This design comes from an exercise in tuning for small area on the open sky130 flow, not from production work.
Where RTL was checked, it was by simulation tests only, not by an equivalence proof against the original.
No activity file was given, so power comes from the tool's default toggle rates.

==> 01-08 <==
## i2c_top
module i2c_top(
input clk, rst, newd, op, stretch,
input [6:0] addr,
input [7:0] din,
output [7:0] dout,
output busy,ack_err,
output done,
output sda, scl
);
Settings: LEC_CHECK=0, ABC_AREA=1, CAP_MARGIN=20, CORE_MARGIN=2, CORE_UTILIZATION=40, SLEW_MARGIN=20; clock period 10.0 ns.
standard.sh (not shown) runs the stock make flow with config.mk's settings and CLKGATE_MAP_FILE= SYNTH_SCRIPT=/design/flow/synth_recipe.tcl, a recipe that flattens the netlist after the stock synthesis.
==> flow/flow/run.sh <==
#!/bin/bash
# Standard ORFS layout, with a lighter clock tree (no dummy loads, chosen
# buffer and cluster size) and the smallest buffer on the ports.
set -uo pipefail
export CTS_ARGS="-sink_clustering_enable -repair_clock_nets -dont_use_dummy_load -buf_list sky130_fd_sc_hd__clkbuf_4 -sink_clustering_size 12 -sink_clustering_max_diameter 40"
export BUFFER_PORTS_ARGS="-buffer_cell sky130_fd_sc_hd__buf_1"
bash standard.sh > standard.log 2>&1
==> inputs of 03-24, as changes to 01-08 <==
--- a/flow/design.v
+++ b/flow/design.v
@@ -1,43 +1,42 @@
 module i2c_master(clk, rst, newd, op, addr, dout, busy, done, sda, stretching, data_bit,
-	sda_drv, scl_drv, pulse_o, sub0_o, sub1_o, bit_end_o, state_o, bit_count_o, add_o);
+	sda_drv, scl_drv, pulse_o, sub_o, state_o, bit_count_o, add_o);
 input clk,rst,op,newd;
 input [6:0] addr;
 output [7:0] dout;
 input sda;
 input stretching;
 input data_bit;
 output sda_drv;
 output scl_drv;
 output reg done;
 output busy;
 output [1:0] pulse_o;
-output sub0_o, sub1_o, bit_end_o;
+output [6:0] sub_o;
 output [3:0] state_o;
 output [3:0] bit_count_o;
 output [7:0] add_o;
 localparam IDLE = 4'd0, START = 4'd1, WRITE_ADD = 4'd2, ACK_1 = 4'd3, WRITE_DATA = 4'd4,
 	ACK_2 = 4'd5, STOP = 4'd6, MASTER_NACK = 4'd7, READ_DATA = 4'd8;
 reg [3:0] state;
-localparam [6:0] SUB0 = 7'd1, SUB1 = 7'd2, SUB_END = 7'd93;
 reg sda_t, scl_t, scl_en;
 reg [1:0] pulse;
 reg [6:0] sub;
-wire sub_end = (sub == SUB_END);
+wire sub_end = (sub == 7'd99);
 wire bit_end = sub_end && (pulse == 2'd3);
 always @(posedge clk) begin
 	if(rst || state == IDLE) begin
 		pulse <= 0;
-		sub <= SUB0;
+		sub <= 0;
 	end
 	else if(sub_end) begin
 		pulse <= pulse + 1'b1;
-		sub <= SUB0;
+		sub <= 0;
 	end
 	else
-		sub <= {sub[5:0], sub[6] ^ sub[5]};
+		sub <= sub + 1'b1;
 end
 reg [7:0] rx_data;
 reg [7:0] add;
 reg sda_en;
 reg [3:0] bit_count;
 always@(posedge clk)
@@ -134,13 +133,13 @@
 			end
 			READ_DATA: begin
 				sda_en <= 0;
 				if(~bit_count[3]) begin
 					scl_t <= pulse[1];
 					if(pulse[1] == 1'b0) sda_t <= 1'b0;
-					if(pulse == 2'd2 && sub == SUB0) rx_data <= {rx_data[6:0],sda};
+					if(pulse == 2'd2 && sub == 7'd0) rx_data <= {rx_data[6:0],sda};
 					if(bit_end) begin
 						bit_count <= bit_count + 1;
 						scl_t <= 0;
 					end
 				end
 				else begin
@@ -185,37 +184,36 @@
 end
 assign sda_drv = ~sda_en | sda_t;
 assign scl_drv = ~scl_en | scl_t;
 assign dout = rx_data;
 assign busy = (state != IDLE);
 assign pulse_o = pulse;
-assign sub0_o = (sub == SUB0);
-assign sub1_o = (sub == SUB1);
-assign bit_end_o = bit_end;
+assign sub_o = sub;
 assign state_o = state;
 assign bit_count_o = bit_count;
 assign add_o = add;
 endmodule
-module i2c_Slave(clk, rst, stretch, newd, din, pulse, sub0, sub1, bit_end, mstate, bit_count, add,
+module i2c_Slave(clk, rst, stretch, newd, din, pulse, sub, mstate, bit_count, add,
 	stretching, data_bit, sda_drv, scl_drv, ack_err);
 input clk, rst, stretch, newd;
 input [7:0] din;
 output data_bit;
 input [1:0] pulse;
-input sub0, sub1, bit_end;
+input [6:0] sub;
 input [3:0] mstate;
 input [3:0] bit_count;
 input [7:0] add;
 output reg stretching;
 output sda_drv, scl_drv;
 output reg ack_err;
 localparam IDLE = 4'd0, START = 4'd1, WRITE_ADD = 4'd2, ACK_1 = 4'd3, WRITE_DATA = 4'd4,
 	ACK_2 = 4'd5, STOP = 4'd6, MASTER_NACK = 4'd7, READ_DATA = 4'd8;
+wire bit_end = (pulse == 2'd3) && (sub == 7'd99);
 wire bit8 = bit_count[3];
 wire s_read_addr   = (mstate == WRITE_ADD);
-wire s_wait_p      = (mstate == START) && pulse[1] && !(pulse == 2'd2 && (sub0 || sub1));
+wire s_wait_p      = (mstate == START) && pulse[1] && !(pulse == 2'd2 && sub < 7'd2);
 wire s_wait_str    = (mstate == ACK_1) && stretching;
 wire s_send_ack1   = (mstate == ACK_1) && !stretching;
 wire s_send_data   = (mstate == READ_DATA);
 wire s_read_data   = (mstate == WRITE_DATA);
 wire s_send_ack2   = (mstate == ACK_2);
 wire s_master_ack  = (mstate == MASTER_NACK);
@@ -232,14 +230,14 @@
 always@(posedge clk) begin
 	if(rst) begin
 		pos <= 0;
 		scrub <= 1;
 	end
 	else begin
-		pos <= {pos[5:0], pos[6] ^ pos[5] ^ (pos[5:0] == 6'd0)};
-		if(pos == 7'd64) scrub <= 0;
+		pos <= pos + 1'b1;
+		if(pos == 7'd127) scrub <= 0;
 	end
 	for(b = 0; b < 8; b = b + 1)
 		ring[b] <= {scrub ? init[b] : wr ? data[b] : ring[b][0], ring[b][127:1]};
 end
 reg [7:0] data;
 always@(posedge clk)
@@ -277,13 +275,13 @@
 			sda_en <= 1;
 			if(pulse == 2'd0)
 				sda_t <= 0;
 		end
 		if(s_send_data) begin
 			sda_en <= ~bit8;
-			if(~bit8 && pulse == 2'd1 && sub0) sda_t <= data_bit;
+			if(~bit8 && pulse == 2'd1 && sub == 7'd0) sda_t <= data_bit;
 		end
 		if(s_read_data)
 			sda_en <= bit8;
 		if(s_send_ack2) begin
 			sda_en <= ~bit_end;
 			if(pulse == 2'd0) sda_t <= 0;
@@ -309,23 +307,23 @@
 output [7:0] dout,
 output busy,ack_err,
 output done,
 output sda, scl
 );
 wire [1:0] pulse;
-wire sub0, sub1, bit_end;
+wire [6:0] sub;
 wire [3:0] state;
 wire [3:0] bit_count;
 wire [7:0] add;
 wire data_bit;
 wire stretching;
 wire sda_m, scl_m, sda_s, scl_s;
 i2c_master master (.clk(clk), .rst(rst), .newd(newd), .op(op), .addr(addr), .data_bit(data_bit),
 	.dout(dout), .busy(busy), .done(done), .sda(sda), .stretching(stretching),
-	.sda_drv(sda_m), .scl_drv(scl_m), .pulse_o(pulse), .sub0_o(sub0), .sub1_o(sub1), .bit_end_o(bit_end), .state_o(state),
+	.sda_drv(sda_m), .scl_drv(scl_m), .pulse_o(pulse), .sub_o(sub), .state_o(state),
 	.bit_count_o(bit_count), .add_o(add));
-i2c_Slave slave (.clk(clk), .rst(rst), .stretch(stretch), .newd(newd), .din(din), .pulse(pulse), .sub0(sub0), .sub1(sub1), .bit_end(bit_end),
+i2c_Slave slave (.clk(clk), .rst(rst), .stretch(stretch), .newd(newd), .din(din), .pulse(pulse), .sub(sub),
 	.mstate(state), .bit_count(bit_count), .add(add), .data_bit(data_bit),
 	.stretching(stretching), .sda_drv(sda_s), .scl_drv(scl_s), .ack_err(ack_err));
 assign sda = sda_m & sda_s;
 assign scl = scl_m & scl_s;
 endmodule
==> flow/flow/run.sh (replaced) <==
#!/bin/bash
# Standard ORFS layout, with a lighter clock tree (small buffers, no dummy
# loads) and the smallest buffer on the ports.
set -uo pipefail
export CTS_ARGS="-sink_clustering_enable -repair_clock_nets -dont_use_dummy_load -buf_list sky130_fd_sc_hd__clkbuf_2"
export BUFFER_PORTS_ARGS="-buffer_cell sky130_fd_sc_hd__buf_1"
bash standard.sh > standard.log 2>&1
ABC_AREA = unset   (was 1)
==> impl_metrics.yaml <==
cts:
  cts_buffers: 237
global_route:
  grt_util_met2_pct: 13.3
sta:
  finClkSkew_ps: 108
worst_setup_path:
  crit_start: "master.state[1]$_SDFFE_PP0P_"
status:
  status: "no timing/DRC/antenna violations"
The numbers above come from 03-24.

==> impl_metrics.yaml <==
status:
  status: "no timing/DRC/antenna violations"
worst_setup_path:
  crit_start: "master.state[0]$_SDFFE_PP0P_"
hold_path:
  hold_depth: 0
global_route:
  grt_util_met2_pct: 12.3
  top_usage_layer: "met1"
finish:
  area_delta_synth_final_pct: 7.95
sta:
  finClkSkew_ps: 83.6
The numbers above come from 01-08.

Function not checked in 03-24: the RTL went through the layout flow alone.

---

==> run X <==
i2c_top, a different RTL version from the one above (not shown whole).
Settings: LEC_CHECK=0, ABC_AREA=1, CAP_MARGIN=20, CORE_MARGIN=2, CORE_UTILIZATION=40, SLEW_MARGIN=20; clock period 10.0 ns.
==> flow/flow/run.sh <==
#!/bin/bash
# The standard ORFS layout with three changes:
#  - synthesis maps logic with an area-oriented ABC script (flow/area.abc);
#  - a lighter clock tree: small buffers, no dummy loads;
#  - the smallest buffer on the ports.
set -uo pipefail
HERE=$(pwd)
export AREA_ABC_SCRIPT=$HERE/flow/area.abc
export CTS_ARGS="-sink_clustering_enable -repair_clock_nets -dont_use_dummy_load -buf_list sky130_fd_sc_hd__clkbuf_4 -sink_clustering_size 12 -sink_clustering_max_diameter 40"
export BUFFER_PORTS_ARGS="-buffer_cell sky130_fd_sc_hd__buf_1"
cat flow/synth_abc.tcl synth_recipe.tcl > area_synth.tcl
sed "s#SYNTH_SCRIPT=[^ ]*#SYNTH_SCRIPT=$HERE/area_synth.tcl#" standard.sh > area_standard.sh
bash area_standard.sh > standard.log 2>&1
==> flow/flow/area.abc <==
strash
dch -f
amap
topo
==> flow/flow/synth_abc.tcl <==
# Run ORFS's abc step with an area-oriented script (flow/area.abc) in place
# of ORFS's own; everything else in the standard flow's synthesis stays as it is.
proc abc {args} {
  set i [lsearch -exact $args -script]
  if { $i >= 0 } { set args [lreplace $args $i [expr {$i + 1}] -script $::env(AREA_ABC_SCRIPT)] }
  yosys abc {*}$args
}
==> run G (differences from run X) <==
==> flow/design.v (replaced) <==
module i2c_master(clk, rst, newd, op, addr, stretch, stretching, data_bit, dout, busy, done,
	ack_err, sda, scl, state_o, bit_count_o, add_o, bit_end_o);
input clk, rst, op, newd, stretch;
input [6:0] addr;
input stretching;	 
input data_bit;		 
output [7:0] dout;
output busy;
output reg done, ack_err;
output reg sda, scl;	 
output [3:0] state_o, bit_count_o;
output [7:0] add_o;
output bit_end_o;
localparam IDLE = 4'd0, START = 4'd1, WRITE_ADD = 4'd2, ACK_1 = 4'd3, WRITE_DATA = 4'd4,
	ACK_2 = 4'd5, STOP = 4'd6, MASTER_NACK = 4'd7, READ_DATA = 4'd8;
localparam [3:0] C_IDLE = 4'b0000, C_START = 4'b?001, C_WRITE_ADD = 4'b?010, C_ACK_1 = 4'b?011,
	C_WRITE_DATA = 4'b?100, C_ACK_2 = 4'b?101, C_STOP = 4'b?110, C_MASTER_NACK = 4'b?111,
	C_READ_DATA = 4'b1???;
reg [3:0] state;
localparam [6:0] SUB0 = 7'b0011010;
reg [1:0] pulse;
reg [6:0] sub;
wire sub_end = ({sub[5:3], sub[1:0]} == 5'b00101);
wire bit_end = sub_end && (pulse == 2'd3);
wire at_phase_start = (sub[5:1] == 5'b01101);
always @(posedge clk) begin
	if(rst)
		pulse <= 0;
	else if(sub_end)
		pulse <= pulse + 1'b1;
	if(rst || state == IDLE || sub_end)
		sub <= SUB0;
	else
		sub <= {sub[5:0], sub[6] ^ sub[5]};
end
reg [7:0] rx_data;
reg [7:0] add;
reg [3:0] bit_count;
wire bit8 = bit_count[3];
wire add_bit = add[~bit_count[2:0]];
reg last_bit;
always @(posedge clk)
	if(state == IDLE)
		add <= {addr,op};
always @(posedge clk) begin
	if(rst) begin
		state <= IDLE;
		bit_count <= 0;
		done <= 0;
		ack_err <= 0;
		rx_data <= 0;
		last_bit <= 0;
		sda <= 1;
		scl <= 0;
	end
	else begin
		done <= (state[2:0] == 3'b110) && bit_end;
		casez(state)
			C_READ_DATA: begin
				if(~bit8) begin
					if(pulse != 2'd0)
						sda <= data_bit;
					if(pulse == 2'd1 && at_phase_start)
						last_bit <= data_bit;
					if(pulse == 2'd2 && at_phase_start)
						rx_data <= {rx_data[6:0], sda};
					scl <= pulse[1] && !bit_end;
					if(bit_end)
						bit_count <= bit_count + 1'b1;
				end
				else begin
					sda <= 0;
					scl <= 0;
					bit_count <= 0;
					state <= MASTER_NACK;
				end
			end
			C_IDLE: begin
				sda <= 1;
				scl <= 0;
				if(newd)
					state <= START;
			end
			C_START: begin
				sda <= ~pulse[1];
				scl <= ~bit_end;
				if(bit_end)
					state <= WRITE_ADD;
			end
			C_WRITE_ADD: begin
				if(~bit8) begin
					sda <= (pulse != 2'd0) && add_bit;
					scl <= pulse[1] && !bit_end;
					if(bit_end)
						bit_count <= bit_count + 1'b1;
				end
				else begin
					sda <= stretch | last_bit;
					scl <= 0;
					bit_count <= 0;
					state <= ACK_1;
				end
			end
			C_ACK_1: begin
				if(stretching) begin
					sda <= !(bit_end && !stretch) | last_bit;
					scl <= 0;
				end
				else begin
					sda <= 0;
					scl <= (pulse == 2'd0) || (pulse[1] && !bit_end);
					if(bit_end)
						state <= add[0] ? READ_DATA : WRITE_DATA;
				end
			end
			C_WRITE_DATA: begin
				if(~bit8) begin
					sda <= (pulse != 2'd0) && data_bit;
					scl <= pulse[1] && !bit_end;
					if(bit_end)
						bit_count <= bit_count + 1'b1;
				end
				else begin
					sda <= 0;
					scl <= 0;
					bit_count <= 0;
					state <= ACK_2;
				end
			end
			C_ACK_2: begin
				sda <= 0;
				scl <= pulse[1];
				last_bit <= 0;
				if(bit_end)
					state <= STOP;
			end
			C_MASTER_NACK: begin
				sda <= ~bit_end;
				scl <= pulse[1];
				if(bit_end) begin
					state <= STOP;
					ack_err <= 1;
				end
			end
			C_STOP: begin
				sda <= pulse[1];
				scl <= ~bit_end;
				if(bit_end)
					state <= IDLE;
			end
			default: ;
		endcase
	end
end
assign dout = rx_data;
assign busy = (state != IDLE);
assign state_o = state;
assign bit_count_o = bit_count;
assign add_o = add;
assign bit_end_o = bit_end;
endmodule
module i2c_Slave(clk, rst, stretch, din, mstate, bit_count, add, bit_end,
	stretching, data_bit);
input clk, rst, stretch;
input [7:0] din;
input [3:0] mstate;
input [3:0] bit_count;
input [7:0] add;
input bit_end;
output reg stretching;
output data_bit;
localparam IDLE = 4'd0, START = 4'd1, WRITE_ADD = 4'd2, ACK_1 = 4'd3, WRITE_DATA = 4'd4,
	ACK_2 = 4'd5, STOP = 4'd6, MASTER_NACK = 4'd7, READ_DATA = 4'd8;
always@(posedge clk)
	if((mstate[2:0] == 3'b010 && bit_count[3]) || (mstate[2:0] == 3'b011 && bit_end))
		stretching <= stretch;
reg [6:0] pos;
reg scrub;
reg [127:0] ring [0:7];
wire hit = (pos == add[7:1]);
wire wr = hit && (mstate[2:0] == 3'b101);	 
wire [7:0] init = {1'b0, pos};
reg [7:0] data;
integer b;
always@(posedge clk) begin
	if(rst) begin
		pos <= 0;
		scrub <= 1;
	end
	else begin
		pos <= {pos[5:0], pos[6] ^ pos[5] ^ (pos[5:0] == 6'd0)};
		if(pos == 7'd64) scrub <= 0;
	end
	for(b = 0; b < 8; b = b + 1)
		ring[b] <= {scrub ? init[b] : wr ? data[b] : ring[b][0], ring[b][127:1]};
end
always@(posedge clk)
	if(mstate == IDLE)
		data <= din;
	else if(hit && add[0])
		for(b = 0; b < 8; b = b + 1)
			data[b] <= ring[b][0];
assign data_bit = data[~bit_count[2:0]];
endmodule
`timescale 1ns / 1ps
module i2c_top(
input clk, rst, newd, op, stretch,
input [6:0] addr,
input [7:0] din,
output [7:0] dout,
output busy,ack_err,
output done,
output sda, scl
);
wire [3:0] state;
wire [3:0] bit_count;
wire [7:0] add;
wire bit_end, stretching, data_bit;
i2c_master master (.clk(clk), .rst(rst), .newd(newd), .op(op), .addr(addr), .stretch(stretch),
	.stretching(stretching), .data_bit(data_bit), .dout(dout), .busy(busy), .done(done),
	.ack_err(ack_err), .sda(sda), .scl(scl), .state_o(state), .bit_count_o(bit_count),
	.add_o(add), .bit_end_o(bit_end));
i2c_Slave slave (.clk(clk), .rst(rst), .stretch(stretch), .din(din),
	.mstate(state), .bit_count(bit_count), .add(add), .bit_end(bit_end),
	.stretching(stretching), .data_bit(data_bit));
endmodule
==> flow/flow/run.sh (replaced) <==
#!/bin/bash
# The standard ORFS layout with three changes:
#  - synthesis maps logic with an area-oriented ABC script (flow/area.abc);
#  - a lighter clock tree: small buffers, no dummy loads;
#  - the smallest buffer on the ports.
set -uo pipefail
HERE=$(pwd)
export AREA_ABC_SCRIPT=$HERE/flow/area.abc
export CTS_ARGS="-sink_clustering_enable -repair_clock_nets -dont_use_dummy_load -buf_list sky130_fd_sc_hd__clkbuf_4 -sink_clustering_size 12 -sink_clustering_max_diameter 40 -balance_levels"
export BUFFER_PORTS_ARGS="-buffer_cell sky130_fd_sc_hd__buf_1"
cat flow/synth_abc.tcl synth_recipe.tcl > area_synth.tcl
sed "s#SYNTH_SCRIPT=[^ ]*#SYNTH_SCRIPT=$HERE/area_synth.tcl#" standard.sh > area_standard.sh
bash area_standard.sh > standard.log 2>&1
==> flow/flow/area.abc (replaced) <==
strash
&get -n
&deepsyn -T 60
&put
dch -f
amap
topo
==> run R (differences from run X) <==
==> flow/design.v (replaced) <==
module i2c_master(clk, rst, newd, op, addr, stretch, stretching, data_bit, dout, busy, done,
	ack_err, sda, scl, state_o, bit_count_o, add_o, bit_end_o);
input clk, rst, op, newd, stretch;
input [6:0] addr;
input stretching;	 
input data_bit;		 
output [7:0] dout;
output busy;
output reg done, ack_err;
output reg sda, scl;	 
output [3:0] state_o, bit_count_o;
output [7:0] add_o;
output bit_end_o;
localparam IDLE = 4'd0, START = 4'd1, WRITE_ADD = 4'd2, ACK_1 = 4'd3, WRITE_DATA = 4'd4,
	ACK_2 = 4'd5, STOP = 4'd6, MASTER_NACK = 4'd7, READ_DATA = 4'd8;
localparam [3:0] C_IDLE = 4'b0000, C_START = 4'b?001, C_WRITE_ADD = 4'b?010, C_ACK_1 = 4'b?011,
	C_WRITE_DATA = 4'b?100, C_ACK_2 = 4'b?101, C_STOP = 4'b?110, C_MASTER_NACK = 4'b?111,
	C_READ_DATA = 4'b1???;
reg [3:0] state;
localparam [6:0] SUB0 = 7'b0011010;
reg [1:0] pulse;
reg [6:0] sub;
wire sub_end = ({sub[5:3], sub[1:0]} == 5'b00101);
wire bit_end = sub_end && (pulse == 2'd3);
wire at_phase_start = (sub[5:1] == 5'b01101);
always @(posedge clk) begin
	if(rst)
		pulse <= 0;
	else if(sub_end)
		pulse <= pulse + 1'b1;
	if(rst || state == IDLE || sub_end)
		sub <= SUB0;
	else
		sub <= {sub[5:0], sub[6] ^ sub[5]};
end
reg [7:0] rx_data;
reg [7:0] add;
reg [3:0] bit_count;
wire bit8 = bit_count[3];
wire add_bit = add[~bit_count[2:0]];
reg last_bit;
always @(posedge clk)
	if(state == IDLE)
		add <= {addr,op};
always @(posedge clk) begin
	if(rst) begin
		state <= IDLE;
		bit_count <= 0;
		done <= 0;
		ack_err <= 0;
		rx_data <= 0;
		last_bit <= 0;
		sda <= 1;
		scl <= 0;
	end
	else begin
		done <= (state[2:0] == 3'b110) && bit_end;
		casez(state)
			C_READ_DATA: begin
				if(~bit8) begin
					if(pulse != 2'd0)
						sda <= data_bit;
					if(pulse == 2'd1 && at_phase_start)
						last_bit <= data_bit;
					if(pulse == 2'd2 && at_phase_start)
						rx_data <= {rx_data[6:0], sda};
					scl <= pulse[1] && !bit_end;
					if(bit_end)
						bit_count <= bit_count + 1'b1;
				end
				else begin
					sda <= 0;
					scl <= 0;
					bit_count <= 0;
					state <= MASTER_NACK;
				end
			end
			C_IDLE: begin
				sda <= 1;
				scl <= 0;
				if(newd)
					state <= START;
			end
			C_START: begin
				sda <= ~pulse[1];
				scl <= ~bit_end;
				if(bit_end)
					state <= WRITE_ADD;
			end
			C_WRITE_ADD: begin
				if(~bit8) begin
					sda <= (pulse != 2'd0) && add_bit;
					scl <= pulse[1] && !bit_end;
					if(bit_end)
						bit_count <= bit_count + 1'b1;
				end
				else begin
					sda <= stretch | last_bit;
					scl <= 0;
					bit_count <= 0;
					state <= ACK_1;
				end
			end
			C_ACK_1: begin
				if(stretching) begin
					sda <= !(bit_end && !stretch) | last_bit;
					scl <= 0;
				end
				else begin
					sda <= 0;
					scl <= (pulse == 2'd0) || (pulse[1] && !bit_end);
					if(bit_end)
						state <= add[0] ? READ_DATA : WRITE_DATA;
				end
			end
			C_WRITE_DATA: begin
				if(~bit8) begin
					sda <= (pulse != 2'd0) && data_bit;
					scl <= pulse[1] && !bit_end;
					if(bit_end)
						bit_count <= bit_count + 1'b1;
				end
				else begin
					sda <= 0;
					scl <= 0;
					bit_count <= 0;
					state <= ACK_2;
				end
			end
			C_ACK_2: begin
				sda <= 0;
				scl <= pulse[1];
				last_bit <= 0;
				if(bit_end)
					state <= STOP;
			end
			C_MASTER_NACK: begin
				sda <= ~bit_end;
				scl <= pulse[1];
				if(bit_end) begin
					state <= STOP;
					ack_err <= 1;
				end
			end
			C_STOP: begin
				sda <= pulse[1];
				scl <= ~bit_end;
				if(bit_end)
					state <= IDLE;
			end
			default: ;
		endcase
	end
end
assign dout = rx_data;
assign busy = (state != IDLE);
assign state_o = state;
assign bit_count_o = bit_count;
assign add_o = add;
assign bit_end_o = bit_end;
endmodule
module i2c_Slave(clk, rst, stretch, din, mstate, bit_count, add, bit_end,
	stretching, data_bit);
input clk, rst, stretch;
input [7:0] din;
input [3:0] mstate;
input [3:0] bit_count;
input [7:0] add;
input bit_end;
output reg stretching;
output data_bit;
localparam IDLE = 4'd0, START = 4'd1, WRITE_ADD = 4'd2, ACK_1 = 4'd3, WRITE_DATA = 4'd4,
	ACK_2 = 4'd5, STOP = 4'd6, MASTER_NACK = 4'd7, READ_DATA = 4'd8;
always@(posedge clk)
	if((mstate[2:0] == 3'b010 && bit_count[3]) || (mstate[2:0] == 3'b011 && bit_end))
		stretching <= stretch;
reg [6:0] pos;
reg scrub;
reg [127:0] ring [0:7];
wire hit = (pos == add[7:1]);
wire wr = hit && (mstate[2:0] == 3'b101);	 
wire [7:0] init = {1'b0, pos};
reg [7:0] data;
integer b;
always@(posedge clk) begin
	if(rst) begin
		pos <= 0;
		scrub <= 1;
	end
	else begin
		pos <= {pos[5:0], pos[6] ^ pos[5] ^ (pos[5:0] == 6'd0)};
		if(pos == 7'd64) scrub <= 0;
	end
	for(b = 0; b < 8; b = b + 1)
		ring[b] <= {scrub ? init[b] : wr ? data[b] : ring[b][0], ring[b][127:1]};
end
always@(posedge clk)
	if(mstate == IDLE)
		data <= din;
	else if(hit && add[0])
		for(b = 0; b < 8; b = b + 1)
			data[b] <= ring[b][0];
assign data_bit = data[~bit_count[2:0]];
endmodule
`timescale 1ns / 1ps
module i2c_top(
input clk, rst, newd, op, stretch,
input [6:0] addr,
input [7:0] din,
output [7:0] dout,
output busy,ack_err,
output done,
output sda, scl
);
wire [3:0] state;
wire [3:0] bit_count;
wire [7:0] add;
wire bit_end, stretching, data_bit;
i2c_master master (.clk(clk), .rst(rst), .newd(newd), .op(op), .addr(addr), .stretch(stretch),
	.stretching(stretching), .data_bit(data_bit), .dout(dout), .busy(busy), .done(done),
	.ack_err(ack_err), .sda(sda), .scl(scl), .state_o(state), .bit_count_o(bit_count),
	.add_o(add), .bit_end_o(bit_end));
i2c_Slave slave (.clk(clk), .rst(rst), .stretch(stretch), .din(din),
	.mstate(state), .bit_count(bit_count), .add(add), .bit_end(bit_end),
	.stretching(stretching), .data_bit(data_bit));
endmodule
==> flow/flow/area.abc (replaced) <==
strash
&get -n
&deepsyn -T 60
&put
dch -f
amap
topo
Settings changed: GPL_ROUTABILITY_DRIVEN set to 0, GPL_TIMING_DRIVEN set to 0.
==> run H (differences from run X) <==
==> flow/design.v (replaced) <==
module i2c_master(clk, rst, newd, op, addr, stretch, stretching, data_bit, dout, busy, done,
	ack_err, sda, scl, state_o, bit_count_o, add_o, bit_end_o);
input clk, rst, op, newd, stretch;
input [6:0] addr;
input stretching;	 
input data_bit;		 
output [7:0] dout;
output busy;
output reg done, ack_err;
output reg sda, scl;	 
output [3:0] state_o, bit_count_o;
output [7:0] add_o;
output bit_end_o;
localparam IDLE = 4'd0, START = 4'd1, WRITE_ADD = 4'd2, ACK_1 = 4'd3, WRITE_DATA = 4'd4,
	ACK_2 = 4'd5, STOP = 4'd6, MASTER_NACK = 4'd7, READ_DATA = 4'd8;
localparam [3:0] C_IDLE = 4'b0000, C_START = 4'b?001, C_WRITE_ADD = 4'b?010, C_ACK_1 = 4'b?011,
	C_WRITE_DATA = 4'b?100, C_ACK_2 = 4'b?101, C_STOP = 4'b?110, C_MASTER_NACK = 4'b?111,
	C_READ_DATA = 4'b1???;
reg [3:0] state;
localparam [6:0] SUB0 = 7'b0011010;
reg [1:0] pulse;
reg [6:0] sub;
wire sub_end = ({sub[5:3], sub[1:0]} == 5'b00101);
wire bit_end = sub_end && (pulse == 2'd3);
wire at_phase_start = (sub[5:1] == 5'b01101);
always @(posedge clk) begin
	if(rst)
		pulse <= 0;
	else if(sub_end)
		pulse <= pulse + 1'b1;
	if(rst || state == IDLE || sub_end)
		sub <= SUB0;
	else
		sub <= {sub[5:0], sub[6] ^ sub[5]};
end
reg [7:0] rx_data;
reg [7:0] add;
reg [3:0] bit_count;
wire bit8 = bit_count[3];
wire add_bit = add[~bit_count[2:0]];
reg last_bit;
always @(posedge clk)
	if(state == IDLE)
		add <= {addr,op};
always @(posedge clk) begin
	if(rst) begin
		state <= IDLE;
		bit_count <= 0;
		done <= 0;
		ack_err <= 0;
		rx_data <= 0;
		last_bit <= 0;
		sda <= 1;
		scl <= 0;
	end
	else begin
		done <= (state[2:0] == 3'b110) && bit_end;
		casez(state)
			C_READ_DATA: begin
				if(~bit8) begin
					if(pulse != 2'd0)
						sda <= data_bit;
					if(pulse == 2'd1 && at_phase_start)
						last_bit <= data_bit;
					if(pulse == 2'd2 && at_phase_start)
						rx_data <= {rx_data[6:0], sda};
					scl <= pulse[1] && !bit_end;
					if(bit_end)
						bit_count <= bit_count + 1'b1;
				end
				else begin
					sda <= 0;
					scl <= 0;
					bit_count <= 0;
					state <= MASTER_NACK;
				end
			end
			C_IDLE: begin
				sda <= 1;
				scl <= 0;
				if(newd)
					state <= START;
			end
			C_START: begin
				sda <= ~pulse[1];
				scl <= ~bit_end;
				if(bit_end)
					state <= WRITE_ADD;
			end
			C_WRITE_ADD: begin
				if(~bit8) begin
					sda <= (pulse != 2'd0) && add_bit;
					scl <= pulse[1] && !bit_end;
					if(bit_end)
						bit_count <= bit_count + 1'b1;
				end
				else begin
					sda <= stretch | last_bit;
					scl <= 0;
					bit_count <= 0;
					state <= ACK_1;
				end
			end
			C_ACK_1: begin
				if(stretching) begin
					sda <= !(bit_end && !stretch) | last_bit;
					scl <= 0;
				end
				else begin
					sda <= 0;
					scl <= (pulse == 2'd0) || (pulse[1] && !bit_end);
					if(bit_end)
						state <= add[0] ? READ_DATA : WRITE_DATA;
				end
			end
			C_WRITE_DATA: begin
				if(~bit8) begin
					sda <= (pulse != 2'd0) && data_bit;
					scl <= pulse[1] && !bit_end;
					if(bit_end)
						bit_count <= bit_count + 1'b1;
				end
				else begin
					sda <= 0;
					scl <= 0;
					bit_count <= 0;
					state <= ACK_2;
				end
			end
			C_ACK_2: begin
				sda <= 0;
				scl <= pulse[1];
				last_bit <= 0;
				if(bit_end)
					state <= STOP;
			end
			C_MASTER_NACK: begin
				sda <= ~bit_end;
				scl <= pulse[1];
				if(bit_end) begin
					state <= STOP;
					ack_err <= 1;
				end
			end
			C_STOP: begin
				sda <= pulse[1];
				scl <= ~bit_end;
				if(bit_end)
					state <= IDLE;
			end
			default: ;
		endcase
	end
end
assign dout = rx_data;
assign busy = (state != IDLE);
assign state_o = state;
assign bit_count_o = bit_count;
assign add_o = add;
assign bit_end_o = bit_end;
endmodule
module i2c_Slave(clk, rst, stretch, din, mstate, bit_count, add, bit_end,
	stretching, data_bit);
input clk, rst, stretch;
input [7:0] din;
input [3:0] mstate;
input [3:0] bit_count;
input [7:0] add;
input bit_end;
output reg stretching;
output data_bit;
localparam IDLE = 4'd0, START = 4'd1, WRITE_ADD = 4'd2, ACK_1 = 4'd3, WRITE_DATA = 4'd4,
	ACK_2 = 4'd5, STOP = 4'd6, MASTER_NACK = 4'd7, READ_DATA = 4'd8;
always@(posedge clk)
	if((mstate[2:0] == 3'b010 && bit_count[3]) || (mstate[2:0] == 3'b011 && bit_end))
		stretching <= stretch;
reg [6:0] pos;
reg scrub;
reg [127:0] ring [0:7];
wire hit = (pos == add[7:1]);
wire wr = hit && (mstate[2:0] == 3'b101);	 
wire [7:0] init = {1'b0, pos};
reg [7:0] data;
integer b;
always@(posedge clk) begin
	if(rst) begin
		pos <= 0;
		scrub <= 1;
	end
	else begin
		pos <= {pos[5:0], pos[6] ^ pos[5] ^ (pos[5:0] == 6'd0)};
		if(pos == 7'd64) scrub <= 0;
	end
	for(b = 0; b < 8; b = b + 1)
		ring[b] <= {scrub ? init[b] : wr ? data[b] : ring[b][0], ring[b][127:1]};
end
always@(posedge clk)
	if(mstate == IDLE)
		data <= din;
	else if(hit && add[0])
		for(b = 0; b < 8; b = b + 1)
			data[b] <= ring[b][0];
assign data_bit = data[~bit_count[2:0]];
endmodule
`timescale 1ns / 1ps
module i2c_top(
input clk, rst, newd, op, stretch,
input [6:0] addr,
input [7:0] din,
output [7:0] dout,
output busy,ack_err,
output done,
output sda, scl
);
wire [3:0] state;
wire [3:0] bit_count;
wire [7:0] add;
wire bit_end, stretching, data_bit;
i2c_master master (.clk(clk), .rst(rst), .newd(newd), .op(op), .addr(addr), .stretch(stretch),
	.stretching(stretching), .data_bit(data_bit), .dout(dout), .busy(busy), .done(done),
	.ack_err(ack_err), .sda(sda), .scl(scl), .state_o(state), .bit_count_o(bit_count),
	.add_o(add), .bit_end_o(bit_end));
i2c_Slave slave (.clk(clk), .rst(rst), .stretch(stretch), .din(din),
	.mstate(state), .bit_count(bit_count), .add(add), .bit_end(bit_end),
	.stretching(stretching), .data_bit(data_bit));
endmodule
==> flow/flow/run.sh (replaced) <==
#!/bin/bash
# The standard ORFS layout with three changes:
#  - synthesis maps logic with an area-oriented ABC script (flow/area.abc);
#  - a lighter clock tree: small buffers, no dummy loads;
#  - the smallest buffer on the ports.
set -uo pipefail
HERE=$(pwd)
export AREA_ABC_SCRIPT=$HERE/flow/area.abc
export CTS_ARGS="-sink_clustering_enable -dont_use_dummy_load -buf_list sky130_fd_sc_hd__clkbuf_4 -sink_clustering_size 12 -sink_clustering_max_diameter 40"
export BUFFER_PORTS_ARGS="-buffer_cell sky130_fd_sc_hd__buf_1"
cat flow/synth_abc.tcl synth_recipe.tcl > area_synth.tcl
sed "s#SYNTH_SCRIPT=[^ ]*#SYNTH_SCRIPT=$HERE/area_synth.tcl#" standard.sh > area_standard.sh
bash area_standard.sh > standard.log 2>&1
==> flow/flow/area.abc (replaced) <==
strash
&get -n
&deepsyn -T 60
&put
dch -f
amap
topo
==> comparison <==
- Against run R, the maximum frequency of run G is larger by 0.69%.
- Of run G and run R, run G has the higher cell count (gap about 0.27%, measured against run R).
- Sequential power is about the same in run R and run G.
- The lowest routed wire length belongs to run R, the highest to run X.
- Global-route usage: run R < run H < run G < run X.
==> figures <==
Routed wire per std cell: run X 12.17 µm; run H 11.78 µm; run R 11.32 µm; run G 12.09 µm
Routability cong.: run X 0.8024; run H 0.7699; run R -; run G 0.7490
Most Frequent Cell on Critical Path: run X sky130_fd_sc_hd__clkinv_1; run H sky130_fd_sc_hd__clkinv_1; run R -; run G -
Fraction of synthesized cell area taken by the top area cell type: run X 92.34%; run H 92.74%; run R 92.73%; run G 92.73%
Via density: run X 3.970; run H 3.950; run R 3.958; run G 3.950
Total routing usage reported by global routing: run X 9.558%; run H 9.126%; run R 8.780%; run G 9.467%
Sum of routed wire segments on met1: run X 14.78 mm; run H 14.12 mm; run R 13.14 mm; run G 14.11 mm
Outcome: run X no timing/DRC/antenna violations; run H no timing/DRC/antenna violations; run R no timing/DRC/antenna violations; run G no timing/DRC/antenna violations
Multi-input logic area: run X 1129 µm²; run H 992.2 µm²; run R 962.2 µm²; run G 962.2 µm²
Average footprint of a synthesized cell: run X 17.58 µm²; run H 17.65 µm²; run R 17.65 µm²; run G 17.65 µm²
WHS: run X 0.2682 ns; run H 0.2509 ns; run R 0.2548 ns; run G 0.2635 ns
Only the layout flow was run in run X; the RTL was not checked for function there.

-- re-timing with driven ports --
No port has a modelled driver above. Below, the same layouts with a new extraction and two added sets of constraints.
Step 1: set_driving_cell puts a clkbuf_16 on clk and a buf_2 on each other input, an assumption about the parent block.
Step 2 also shifts input and output timing later by t, the mid clock arrival at the registers, as if the neighbouring blocks saw the same clock.
Three values: ideal ports, drivers, drivers and shift; two values: the first two.
run	t (ns)	setup WS [ns]	clock arrival spread, ns
01-08	0.836	5.733 / 5.683 / 6.355	0.120 / 0.120
03-24	1.286	5.105 / 5.056 / 6.343	0.197 / 0.197
run X	0.841	5.425 / 5.383 / 6.223	0.143 / 0.143
run G	0.850	5.824 / 5.777 / 6.626	0.085 / 0.085
run R	0.859	5.795 / 5.746 / 6.352	0.121 / 0.121
run H	0.834	5.395 / 5.351 / 6.184	0.100 / 0.099
After both steps setup and hold are still met in every run listed.
